From an optimization exercise on the open Yosys and OpenROAD flow, aimed at small area and a short achievable clock period; shortcuts taken in it are not production practice. Only simulation tests tie the RTL to the original design; equivalence was not proved. The clock port is modelled as an ideal driver, which makes a skipped or thinned clock tree look cheaper than it is; a real chip needs a root buffer or a tree. Power and IR drop assume default switching activity.

==> flow/design.v <==
module alu4_top (
  input  wire        clk,
  input  wire [13:0] i,
  output wire [7:0]  o
);
  reg  [13:0] a_q;
  reg  [7:0]  y_q;
  wire [7:0]  y_c;
  alu4 u_alu4 (
    .i_0_(a_q[0]),
    .i_1_(a_q[1]),
    .i_2_(a_q[2]),
    .i_3_(a_q[3]),
    .i_4_(a_q[4]),
    .i_5_(a_q[5]),
    .i_6_(a_q[6]),
    .i_7_(a_q[7]),
    .i_8_(a_q[8]),
    .i_9_(a_q[9]),
    .i_10_(a_q[10]),
    .i_11_(a_q[11]),
    .i_12_(a_q[12]),
    .i_13_(a_q[13]),
    .o_0_(y_c[0]),
    .o_1_(y_c[1]),
    .o_2_(y_c[2]),
    .o_3_(y_c[3]),
    .o_4_(y_c[4]),
    .o_5_(y_c[5]),
    .o_6_(y_c[6]),
    .o_7_(y_c[7])
  );
  always @(posedge clk) begin
    a_q <= i;
    y_q <= y_c;
  end
  assign o = y_q;
endmodule

module alu4 (
	i_9_, i_10_, i_7_, i_8_, i_5_, i_6_, i_3_, i_13_,
	i_4_, i_12_, i_1_, i_11_, i_2_, i_0_, o_1_, o_2_, o_0_, o_7_,
	o_5_, o_6_, o_3_, o_4_);
input i_9_;
input i_10_;
input i_7_;
input i_8_;
input i_5_;
input i_6_;
input i_3_;
input i_13_;
input i_4_;
input i_12_;
input i_1_;
input i_11_;
input i_2_;
input i_0_;
output o_1_;
output o_2_;
output o_0_;
output o_7_;
output o_5_;
output o_6_;
output o_3_;
output o_4_;
wire new_n23;
wire new_n24;
wire new_n25;
wire new_n26;
wire new_n27;
wire new_n28;
wire new_n29;
wire new_n30;
wire new_n32;
wire new_n33;
wire new_n34;
wire new_n35;
wire new_n36;
wire new_n37;
wire new_n38;
wire new_n39;
wire new_n40;
wire new_n41;
wire new_n42;
wire new_n43;
wire new_n45;
wire new_n47;
wire new_n48;
wire new_n49;
wire new_n50;
wire new_n51;
wire new_n52;
wire new_n53;
wire new_n54;
wire new_n55;
wire new_n56;
wire new_n57;
wire new_n58;
wire new_n59;
wire new_n60;
  g_inv g00 (.A(i_8_), .Y(new_n23));
  g_o221a g01 (.A1(i_10_), .A2(i_8_), .B1(i_9_), .B2(new_n23), .C1(i_3_), .X(new_n24));
  g_a221oi g02 (.A1(new_n23), .A2(i_11_), .B1(i_8_), .B2(i_12_), .C1(i_3_), .Y(new_n25));
  g_nor2 g03 (.A(new_n24), .B(new_n25), .Y(new_n26));
  g_inv g04 (.A(i_4_), .Y(new_n27));
  g_or2 g05 (.A(i_13_), .B(new_n27), .X(new_n28));
  g_nand2 g06 (.A(new_n26), .B(new_n28), .Y(new_n29));
  g_o21ai g07 (.A1(new_n26), .A2(new_n28), .B1(new_n29), .Y(new_n30));
  g_inv g08 (.A(new_n30), .Y(o_1_));
  g_inv g09 (.A(i_5_), .Y(new_n32));
  g_a221oi g10 (.A1(new_n32), .A2(i_11_), .B1(i_5_), .B2(i_12_), .C1(i_0_), .Y(new_n33));
  g_o221a g11 (.A1(i_10_), .A2(i_5_), .B1(i_9_), .B2(new_n32), .C1(i_0_), .X(new_n34));
  g_inv g12 (.A(i_6_), .Y(new_n35));
  g_o221a g13 (.A1(i_10_), .A2(i_6_), .B1(i_9_), .B2(new_n35), .C1(i_1_), .X(new_n36));
  g_or2 g14 (.A(new_n34), .B(new_n36), .X(new_n37));
  g_inv g15 (.A(i_7_), .Y(new_n38));
  g_o221ai g16 (.A1(i_10_), .A2(i_7_), .B1(i_9_), .B2(new_n38), .C1(i_2_), .Y(new_n39));
  g_a221oi g17 (.A1(new_n38), .A2(i_11_), .B1(i_7_), .B2(i_12_), .C1(i_2_), .Y(new_n40));
  g_a221oi g18 (.A1(new_n35), .A2(i_11_), .B1(i_6_), .B2(i_12_), .C1(i_1_), .Y(new_n41));
  g_a211oi g19 (.A1(new_n25), .A2(new_n39), .B1(new_n40), .C1(new_n41), .Y(new_n42));
  g_nor2 g20 (.A(new_n37), .B(new_n42), .Y(new_n43));
  g_nor2 g21 (.A(new_n33), .B(new_n43), .Y(o_2_));
  g_inv g22 (.A(new_n39), .Y(new_n45));
  g_or3 g23 (.A(new_n37), .B(new_n45), .C(new_n24), .X(o_0_));
  g_nor2 g24 (.A(new_n45), .B(new_n40), .Y(new_n47));
  g_nor2 g25 (.A(i_13_), .B(new_n24), .Y(new_n48));
  g_nand2 g26 (.A(new_n29), .B(new_n48), .Y(new_n49));
  g_nand2 g27 (.A(new_n47), .B(new_n49), .Y(new_n50));
  g_o21ai g28 (.A1(new_n47), .A2(new_n49), .B1(new_n50), .Y(new_n51));
  g_nor2 g29 (.A(new_n36), .B(new_n41), .Y(new_n52));
  g_nor2 g30 (.A(i_13_), .B(new_n45), .Y(new_n53));
  g_nand2 g31 (.A(new_n50), .B(new_n53), .Y(new_n54));
  g_nand2 g32 (.A(new_n52), .B(new_n54), .Y(new_n55));
  g_o21ai g33 (.A1(new_n52), .A2(new_n54), .B1(new_n55), .Y(new_n56));
  g_nor2 g34 (.A(new_n33), .B(new_n34), .Y(new_n57));
  g_nor2 g35 (.A(i_13_), .B(new_n36), .Y(new_n58));
  g_nand2 g36 (.A(new_n55), .B(new_n58), .Y(new_n59));
  g_nor2 g37 (.A(new_n57), .B(new_n59), .Y(new_n60));
  g_a21oi g38 (.A1(new_n57), .A2(new_n59), .B1(new_n60), .Y(o_4_));
  g_nor4b g39 (.A(new_n30), .B(new_n51), .C(new_n56), .D_N(o_4_), .Y(o_7_));
  g_inv g40 (.A(new_n56), .Y(o_5_));
  g_inv g41 (.A(new_n51), .Y(o_6_));
  g_o21ai g42 (.A1(new_n27), .A2(o_0_), .B1(o_2_), .Y(o_3_));
endmodule
module g_a211oi (A1, A2, B1, C1, Y);
  input A1;
  input A2;
  input B1;
  input C1;
  output Y;
  assign Y = (~A1&~B1&~C1) | (~A2&~B1&~C1);
endmodule
module g_a21oi (A1, A2, B1, Y);
  input A1;
  input A2;
  input B1;
  output Y;
  assign Y = (~A1&~B1) | (~A2&~B1);
endmodule
module g_a221oi (A1, A2, B1, B2, C1, Y);
  input A1;
  input A2;
  input B1;
  input B2;
  input C1;
  output Y;
  assign Y = (~A1&~B1&~C1) | (~A1&~B2&~C1) | (~A2&~B1&~C1) | (~A2&~B2&~C1);
endmodule
module g_inv (A, Y);
  input A;
  output Y;
  assign Y = (~A);
endmodule
module g_nand2 (A, B, Y);
  input A;
  input B;
  output Y;
  assign Y = (~A) | (~B);
endmodule
module g_nor2 (A, B, Y);
  input A;
  input B;
  output Y;
  assign Y = (~A&~B);
endmodule
module g_nor4b (A, B, C, D_N, Y);
  input A;
  input B;
  input C;
  input D_N;
  output Y;
  assign Y = (~A&~B&~C&D_N);
endmodule
module g_o21ai (A1, A2, B1, Y);
  input A1;
  input A2;
  input B1;
  output Y;
  assign Y = (~A1&~A2) | (~B1);
endmodule
module g_o221a (A1, A2, B1, B2, C1, X);
  input A1;
  input A2;
  input B1;
  input B2;
  input C1;
  output X;
  assign X = (A1&B1&C1) | (A2&B1&C1) | (A1&B2&C1) | (A2&B2&C1);
endmodule
module g_o221ai (A1, A2, B1, B2, C1, Y);
  input A1;
  input A2;
  input B1;
  input B2;
  input C1;
  output Y;
  assign Y = (~B1&~B2) | (~A1&~A2) | (~C1);
endmodule
module g_or2 (A, B, X);
  input A;
  input B;
  output X;
  assign X = (A) | (B);
endmodule
module g_or3 (A, B, C, X);
  input A;
  input B;
  input C;
  output X;
  assign X = (A) | (B) | (C);
endmodule
clock: 5.0 ns
lec_check: 0
cap_margin: 20
core_margin: 2
core_utilization: 20
setup_slack_margin: 3.3
slew_margin: 20
synth_hierarchical: 1
synth_minimum_keep_size: 0
standard.sh (not shown) runs the stock make flow with config.mk's settings and CLKGATE_MAP_FILE= SYNTH_SCRIPT=/design/flow/synth_recipe.tcl, a recipe that flattens the netlist after the stock synthesis.
==> flow/flow/run.sh <==
#!/bin/bash
# Standard ORFS layout with buf_1 port buffers, except clock tree synthesis:
# the clock reaches all registers through a single clock buffer (clk_tree.tcl).
set -e
export BUFFER_PORTS_ARGS="-buffer_cell sky130_fd_sc_hd__buf_1"
bash standard.sh place > standard_place.log 2>&1
RES=$(pwd)/orfs/results/$FLOW_PLATFORM/alu4_top/base
export RES
openroad -no_init -exit flow/clk_tree.tcl > clk_tree.log 2>&1
bash standard.sh > standard_finish.log 2>&1
==> flow/flow/clk_tree.tcl <==
# Clock tree: one clkbuf_16 between the clock port and every register clock pin,
# placed at the centre of the registers, then legalised.
set plat $::env(FLOW_HOME)/platforms/$::env(FLOW_PLATFORM)
read_liberty $plat/lib/sky130_fd_sc_hd__tt_025C_1v80.lib
read_db $::env(RES)/3_place.odb
read_sdc $::env(RES)/3_place.sdc
set block [ord::get_db_block]
set clknet [$block findNet clk]
set master [[ord::get_db] findMaster sky130_fd_sc_hd__clkbuf_16]
set buf [odb::dbInst_create $block $master clkbuf_root]
set leaf [odb::dbNet_create $block clknet_root]
$leaf setSigType CLOCK
$clknet setSigType CLOCK
set sx 0; set sy 0; set n 0
foreach it [$clknet getITerms] {
  set inst [$it getInst]
  set loc [$inst getLocation]
  set sx [expr {$sx + [lindex $loc 0]}]; set sy [expr {$sy + [lindex $loc 1]}]; incr n
  set mt [$it getMTerm]
  $it disconnect
  $it connect $leaf
}
puts "moved $n clock sinks to clknet_root"
[$buf findITerm A] connect $clknet
[$buf findITerm X] connect $leaf
$buf setLocation [expr {$sx / $n}] [expr {$sy / $n}]
$buf setPlacementStatus PLACED
global_connect
set_propagated_clock [all_clocks]
detailed_placement
check_placement -verbose
source $plat/setRC.tcl
estimate_parasitics -placement
report_clock_skew
report_checks -path_delay min_max
write_db $::env(RES)/4_1_cts.odb
write_sdc -no_timestamp $::env(RES)/4_cts.sdc
The starting point finished with timing, DRC and antenna clean.
==> next run, changes <==
SETUP_SLACK_MARGIN = 3.45   (was 3.3)
Result: Synthesized area is unchanged; via count grows by 1.5%; total power is higher by 3.7%.
No run of this note takes its clock network from TritonCTS; it comes from the design's own scripts or RTL.

---

RTL: the design.v shown in full above, as it stands there.
export LEC_CHECK = 0
export CAP_MARGIN = 20
export CORE_MARGIN = 2
export CORE_UTILIZATION = 20
export SLEW_MARGIN = 20
export SYNTH_HIERARCHICAL = 1
export SYNTH_MINIMUM_KEEP_SIZE = 0
create_clock -name core_clock -period 5.0 [get_ports {clk}]
==> flow/flow/run.sh <==
#!/bin/bash
# Standard ORFS layout, with port buffers of a chosen cell.
export BUFFER_PORTS_ARGS="-buffer_cell sky130_fd_sc_hd__buf_1"
bash standard.sh > standard.log 2>&1
Rerun with:
==> flow/flow/run.sh (replaced) <==
#!/bin/bash
# Standard ORFS layout with buf_1 port buffers, except clock tree synthesis:
# the clock reaches all registers through a single clock buffer (clk_tree.tcl).
set -e
export BUFFER_PORTS_ARGS="-buffer_cell sky130_fd_sc_hd__buf_1"
bash standard.sh place > standard_place.log 2>&1
RES=$(pwd)/orfs/results/$FLOW_PLATFORM/alu4_top/base
export RES
openroad -no_init -exit flow/clk_tree.tcl > clk_tree.log 2>&1
bash standard.sh > standard_finish.log 2>&1
==> flow/flow/clk_tree.tcl (new file) <==
# Clock tree: one clkbuf_16 between the clock port and every register clock pin,
# placed at the centre of the registers, then legalised.
set plat $::env(FLOW_HOME)/platforms/$::env(FLOW_PLATFORM)
read_liberty $plat/lib/sky130_fd_sc_hd__tt_025C_1v80.lib
read_db $::env(RES)/3_place.odb
read_sdc $::env(RES)/3_place.sdc
set block [ord::get_db_block]
set clknet [$block findNet clk]
set master [[ord::get_db] findMaster sky130_fd_sc_hd__clkbuf_16]
set buf [odb::dbInst_create $block $master clkbuf_root]
set leaf [odb::dbNet_create $block clknet_root]
$leaf setSigType CLOCK
$clknet setSigType CLOCK
set sx 0; set sy 0; set n 0
foreach it [$clknet getITerms] {
  set inst [$it getInst]
  set loc [$inst getLocation]
  set sx [expr {$sx + [lindex $loc 0]}]; set sy [expr {$sy + [lindex $loc 1]}]; incr n
  set mt [$it getMTerm]
  $it disconnect
  $it connect $leaf
}
puts "moved $n clock sinks to clknet_root"
[$buf findITerm A] connect $clknet
[$buf findITerm X] connect $leaf
$buf setLocation [expr {$sx / $n}] [expr {$sy / $n}]
$buf setPlacementStatus PLACED
global_connect
set_propagated_clock [all_clocks]
detailed_placement
check_placement -verbose
source $plat/setRC.tcl
estimate_parasitics -placement
report_clock_skew
report_checks -path_delay min_max
write_db $::env(RES)/4_1_cts.odb
write_sdc -no_timestamp $::env(RES)/4_cts.sdc
After rerunning: The changed run completed without violations. Sequential power stays flat. Cell area is about the same. Die area does not change. Wire length went down by 2.6%. Critical path depth does not change. Setup slack degrades by 7.2 ps. Core utilization hardly moves. Final cell count went down by 1.5%.
Rerun with:
==> flow/flow/run.sh (replaced) <==
#!/bin/bash
# Standard ORFS layout, with port buffers of a chosen cell.
export BUFFER_PORTS_ARGS="-buffer_cell sky130_fd_sc_hd__buf_1"
bash standard.sh > standard.log 2>&1
Settings changed: CORE_UTILIZATION 20 to 40, CTS_BUF_LIST set to sky130_fd_sc_hd__clkbuf_16, CTS_CLUSTER_DIAMETER set to 200, CTS_CLUSTER_SIZE set to 30.
removed: flow/flow/clk_tree.tcl
What happened:
- clock power came out higher by 110%
- worst setup slack gains 29 ps
- via count does not change
- final cell count goes down by 13%
- global-route usage increases by 7.2 points
- combinational power goes down by about 2%
- sequential share of layout area decreases by 1.5 points
- register-to-register slack gets better by 30 ps
In the second run of this note the design's own scripts or RTL, not TritonCTS, make the clock network.

---

run 1:
alu4_top, a different RTL version from the one above (not shown whole).
Settings: LEC_CHECK=0, CAP_MARGIN=20, CORE_MARGIN=2, CORE_UTILIZATION=50, SLEW_MARGIN=20, SYNTH_HIERARCHICAL=1, SYNTH_MINIMUM_KEEP_SIZE=0; clock period 5.0 ns.
==> flow/flow/run.sh <==
#!/bin/bash
# Standard ORFS layout (the standard.sh) with these changes:
#  - port buffers are buf_1 (input) and buf_2 (output) instead of the delay cell
#    buffer_ports picks by default;
#  - before floorplanning, combinational cells that synthesis upsized are put back
#    to drive 1 (downsize.tcl); timing repair may upsize them again;
#  - clock tree synthesis is replaced by one buf_12 between the clock port and all
#    22 register clock pins (clk_tree.tcl), so every register sees the same clock.
# Each tool's output goes to its own log file here.
set -e
export BUFFER_PORTS_ARGS="-buffer_cell sky130_fd_sc_hd__buf_1"
export PRE_FLOORPLAN_TCL=$(pwd)/flow/downsize.tcl
bash standard.sh place > standard_place.log 2>&1
export RES=$(pwd)/orfs/results/$FLOW_PLATFORM/alu4_top/base
export CLKBUF=sky130_fd_sc_hd__buf_12
export OUTBUF=sky130_fd_sc_hd__buf_2
openroad -no_init -exit flow/clk_tree.tcl > clk_tree.log 2>&1
bash standard.sh > standard_finish.log 2>&1
==> flow/flow/clk_tree.tcl <==
# Output port buffers set to $OUTBUF (if given).
# Clock tree: one $CLKBUF between the clock port and every register clock pin,
# placed at the centre of the registers, then legalised.
set plat $::env(FLOW_HOME)/platforms/$::env(FLOW_PLATFORM)
read_liberty $plat/lib/sky130_fd_sc_hd__tt_025C_1v80.lib
read_db $::env(RES)/3_place.odb
read_sdc $::env(RES)/3_place.sdc
set block [ord::get_db_block]
set clknet [$block findNet clk]
set master [[ord::get_db] findMaster $::env(CLKBUF)]
if {[info exists ::env(OUTBUF)]} {
  set ob [[ord::get_db] findMaster $::env(OUTBUF)]
  foreach bt [$block getBTerms] {
    if {[$bt getIoType] ne "OUTPUT"} continue
    set drv [[$bt getNet] getFirstOutput]
    if {$drv ne "NULL"} { [$drv getInst] swapMaster $ob; puts "output buffer [[$drv getInst] getName] -> $::env(OUTBUF)" }
  }
}
set buf [odb::dbInst_create $block $master clkbuf_root]
set leaf [odb::dbNet_create $block clknet_root]
$leaf setSigType CLOCK
$clknet setSigType CLOCK
set sx 0; set sy 0; set n 0
foreach it [$clknet getITerms] {
  set inst [$it getInst]
  set loc [$inst getLocation]
  set sx [expr {$sx + [lindex $loc 0]}]; set sy [expr {$sy + [lindex $loc 1]}]; incr n
  set mt [$it getMTerm]
  $it disconnect
  $it connect $leaf
}
puts "moved $n clock sinks to clknet_root"
[$buf findITerm A] connect $clknet
[$buf findITerm X] connect $leaf
$buf setLocation [expr {$sx / $n}] [expr {$sy / $n}]
$buf setPlacementStatus PLACED
global_connect
set_propagated_clock [all_clocks]
detailed_placement
check_placement -verbose
source $plat/setRC.tcl
estimate_parasitics -placement
report_clock_skew
report_checks -path_delay min_max
write_db $::env(RES)/4_1_cts.odb
write_sdc -no_timestamp $::env(RES)/4_cts.sdc
==> flow/flow/downsize.tcl <==
# Before floorplanning: put every combinational cell that synthesis upsized
# back to its drive-1 variant (timing repair later upsizes where it must).
set n 0
foreach inst [[ord::get_db_block] getInsts] {
  set m [[$inst getMaster] getName]
  if {[regexp {^(sky130_fd_sc_hd__[a-z0-9]+)_([0-9]+)$} $m -> base drive] && $drive > 1 && ![string match *df* $base]} {
    set small [[ord::get_db] findMaster ${base}_1]
    if {$small ne "NULL"} {
      $inst swapMaster $small
      incr n
    }
  }
}
puts "downsize: $n cells set to drive 1"
--- input diff run 1..run 2 ---
Settings: CORE_UTILIZATION: 50 -> 20.
==> flow/flow/run.sh <==
#!/bin/bash
# Standard ORFS layout with buf_1 port buffers, except clock tree synthesis:
# the clock reaches all registers through a single clock buffer (clk_tree.tcl).
set -e
export BUFFER_PORTS_ARGS="-buffer_cell sky130_fd_sc_hd__buf_1"
bash standard.sh place > standard_place.log 2>&1
RES=$(pwd)/orfs/results/$FLOW_PLATFORM/alu4_top/base
export RES
openroad -no_init -exit flow/clk_tree.tcl > clk_tree.log 2>&1
bash standard.sh > standard_finish.log 2>&1
--- a/flow/flow/clk_tree.tcl
+++ b/flow/flow/clk_tree.tcl
@@ -1,4 +1,3 @@
-# Output port buffers set to $OUTBUF (if given).
-# Clock tree: one $CLKBUF between the clock port and every register clock pin,
+# Clock tree: one clkbuf_16 between the clock port and every register clock pin,
 # placed at the centre of the registers, then legalised.
 set plat $::env(FLOW_HOME)/platforms/$::env(FLOW_PLATFORM)
@@ -8,13 +7,5 @@
 set block [ord::get_db_block]
 set clknet [$block findNet clk]
-set master [[ord::get_db] findMaster $::env(CLKBUF)]
-if {[info exists ::env(OUTBUF)]} {
-  set ob [[ord::get_db] findMaster $::env(OUTBUF)]
-  foreach bt [$block getBTerms] {
-    if {[$bt getIoType] ne "OUTPUT"} continue
-    set drv [[$bt getNet] getFirstOutput]
-    if {$drv ne "NULL"} { [$drv getInst] swapMaster $ob; puts "output buffer [[$drv getInst] getName] -> $::env(OUTBUF)" }
-  }
-}
+set master [[ord::get_db] findMaster sky130_fd_sc_hd__clkbuf_16]
 set buf [odb::dbInst_create $block $master clkbuf_root]
 set leaf [odb::dbNet_create $block clknet_root]
removed: flow/flow/downsize.tcl
Findings:
- The length of routed wiring on met1 in run 1 is 0.69 times that in run 2.
- Wire: run 2 routes more than run 1
- Worst setup slack down 0.064 ns in run 2 wrt run 1
- Looking at per-cell routed wire length across run 1 and run 2, the one that comes out higher is run 1.
- Run 1 → run 2: timing-limited maximum frequency -26 MHz; hold slack +0.013 ns; post-layout total power +6.4 uW; via count -16.
- Comparing run 1 and run 2, shortest clock period the worst path allows after layout is higher on run 2.
Input changes introduced in run 3 (baseline for comparison: run 2):
--- a/flow/flow/run.sh
+++ b/flow/flow/run.sh
@@ -4,7 +4,10 @@
 set -e
 export BUFFER_PORTS_ARGS="-buffer_cell sky130_fd_sc_hd__buf_1"
+export PRE_FLOORPLAN_TCL=$(pwd)/flow/downsize.tcl
 bash standard.sh place > standard_place.log 2>&1
 RES=$(pwd)/orfs/results/$FLOW_PLATFORM/alu4_top/base
 export RES
+export CLKBUF=sky130_fd_sc_hd__buf_12
+export OUTBUF=sky130_fd_sc_hd__buf_2
 openroad -no_init -exit flow/clk_tree.tcl > clk_tree.log 2>&1
 bash standard.sh > standard_finish.log 2>&1
--- a/flow/flow/clk_tree.tcl
+++ b/flow/flow/clk_tree.tcl
@@ -1,3 +1,4 @@
-# Clock tree: one clkbuf_16 between the clock port and every register clock pin,
+# Output port buffers set to $OUTBUF (if given).
+# Clock tree: one $CLKBUF between the clock port and every register clock pin,
 # placed at the centre of the registers, then legalised.
 set plat $::env(FLOW_HOME)/platforms/$::env(FLOW_PLATFORM)
@@ -7,5 +8,13 @@
 set block [ord::get_db_block]
 set clknet [$block findNet clk]
-set master [[ord::get_db] findMaster sky130_fd_sc_hd__clkbuf_16]
+set master [[ord::get_db] findMaster $::env(CLKBUF)]
+if {[info exists ::env(OUTBUF)]} {
+  set ob [[ord::get_db] findMaster $::env(OUTBUF)]
+  foreach bt [$block getBTerms] {
+    if {[$bt getIoType] ne "OUTPUT"} continue
+    set drv [[$bt getNet] getFirstOutput]
+    if {$drv ne "NULL"} { [$drv getInst] swapMaster $ob; puts "output buffer [[$drv getInst] getName] -> $::env(OUTBUF)" }
+  }
+}
 set buf [odb::dbInst_create $block $master clkbuf_root]
 set leaf [odb::dbNet_create $block clknet_root]
==> flow/flow/downsize.tcl (new file) <==
# Before floorplanning: put every combinational cell that synthesis upsized
# back to its drive-1 variant (timing repair later upsizes where it must).
set n 0
foreach inst [[ord::get_db_block] getInsts] {
  set m [[$inst getMaster] getName]
  if {[regexp {^(sky130_fd_sc_hd__[a-z0-9]+)_([0-9]+)$} $m -> base drive] && $drive > 1 && ![string match *df* $base]} {
    set small [[ord::get_db] findMaster ${base}_1]
    if {$small ne "NULL"} {
      $inst swapMaster $small
      incr n
    }
  }
}
puts "downsize: $n cells set to drive 1"
==> comparison <==
Delta (run 3 minus run 2): clock skew barely changed, sequential power flat, number of standard-cell rows in the floorplan has decreased, count of non-CTS inverters in the layout comparable, setup slack went up by 0.054 ns.
No run of this note takes its clock network from TritonCTS; it comes from the design's own scripts or RTL.

port drivers added, routing unchanged:
Ports are ideal in the flow. The routed layouts listed here were re-timed in OpenROAD.
Step 1 sets driving cells, clkbuf_16 on the clock port and buf_2 on the other inputs (assumed; they add their load-dependent delay and slew).
Step 2 times the ports against the registers' clock, not the clock port: input delays grow and output delays shrink by t, the midpoint of the rising clock arrivals with the driver on.
Three values: ideal ports, drivers, drivers and shift; two values: the first two.
| run | t, ns | setup WS [ns] | cell pins on the clock port's net |
|---|---|---|---|
| the first run of note 1 | 0.173 | 3.357 / 3.357 / 3.357 | 1 |
| the second run of note 1 | 0.169 | 3.319 / 3.319 / 3.319 | 1 |
| the first run of note 2 | 0.316 | 3.215 / 3.206 / 3.215 | 1 |
| the second run of note 2 | 0.173 | 3.208 / 3.208 / 3.208 | 1 |
| the third run of note 2 | 0.277 | 3.237 / 3.237 / 3.237 | 1 |
| run 1 | 0.148 | 3.455 / 3.426 / 3.520 | 1 |
| run 2 | 0.168 | 3.391 / 3.365 / 3.473 | 1 |
| run 3 | 0.144 | 3.445 / 3.417 / 3.517 | 1 |
After both steps every run listed still meets setup and hold.
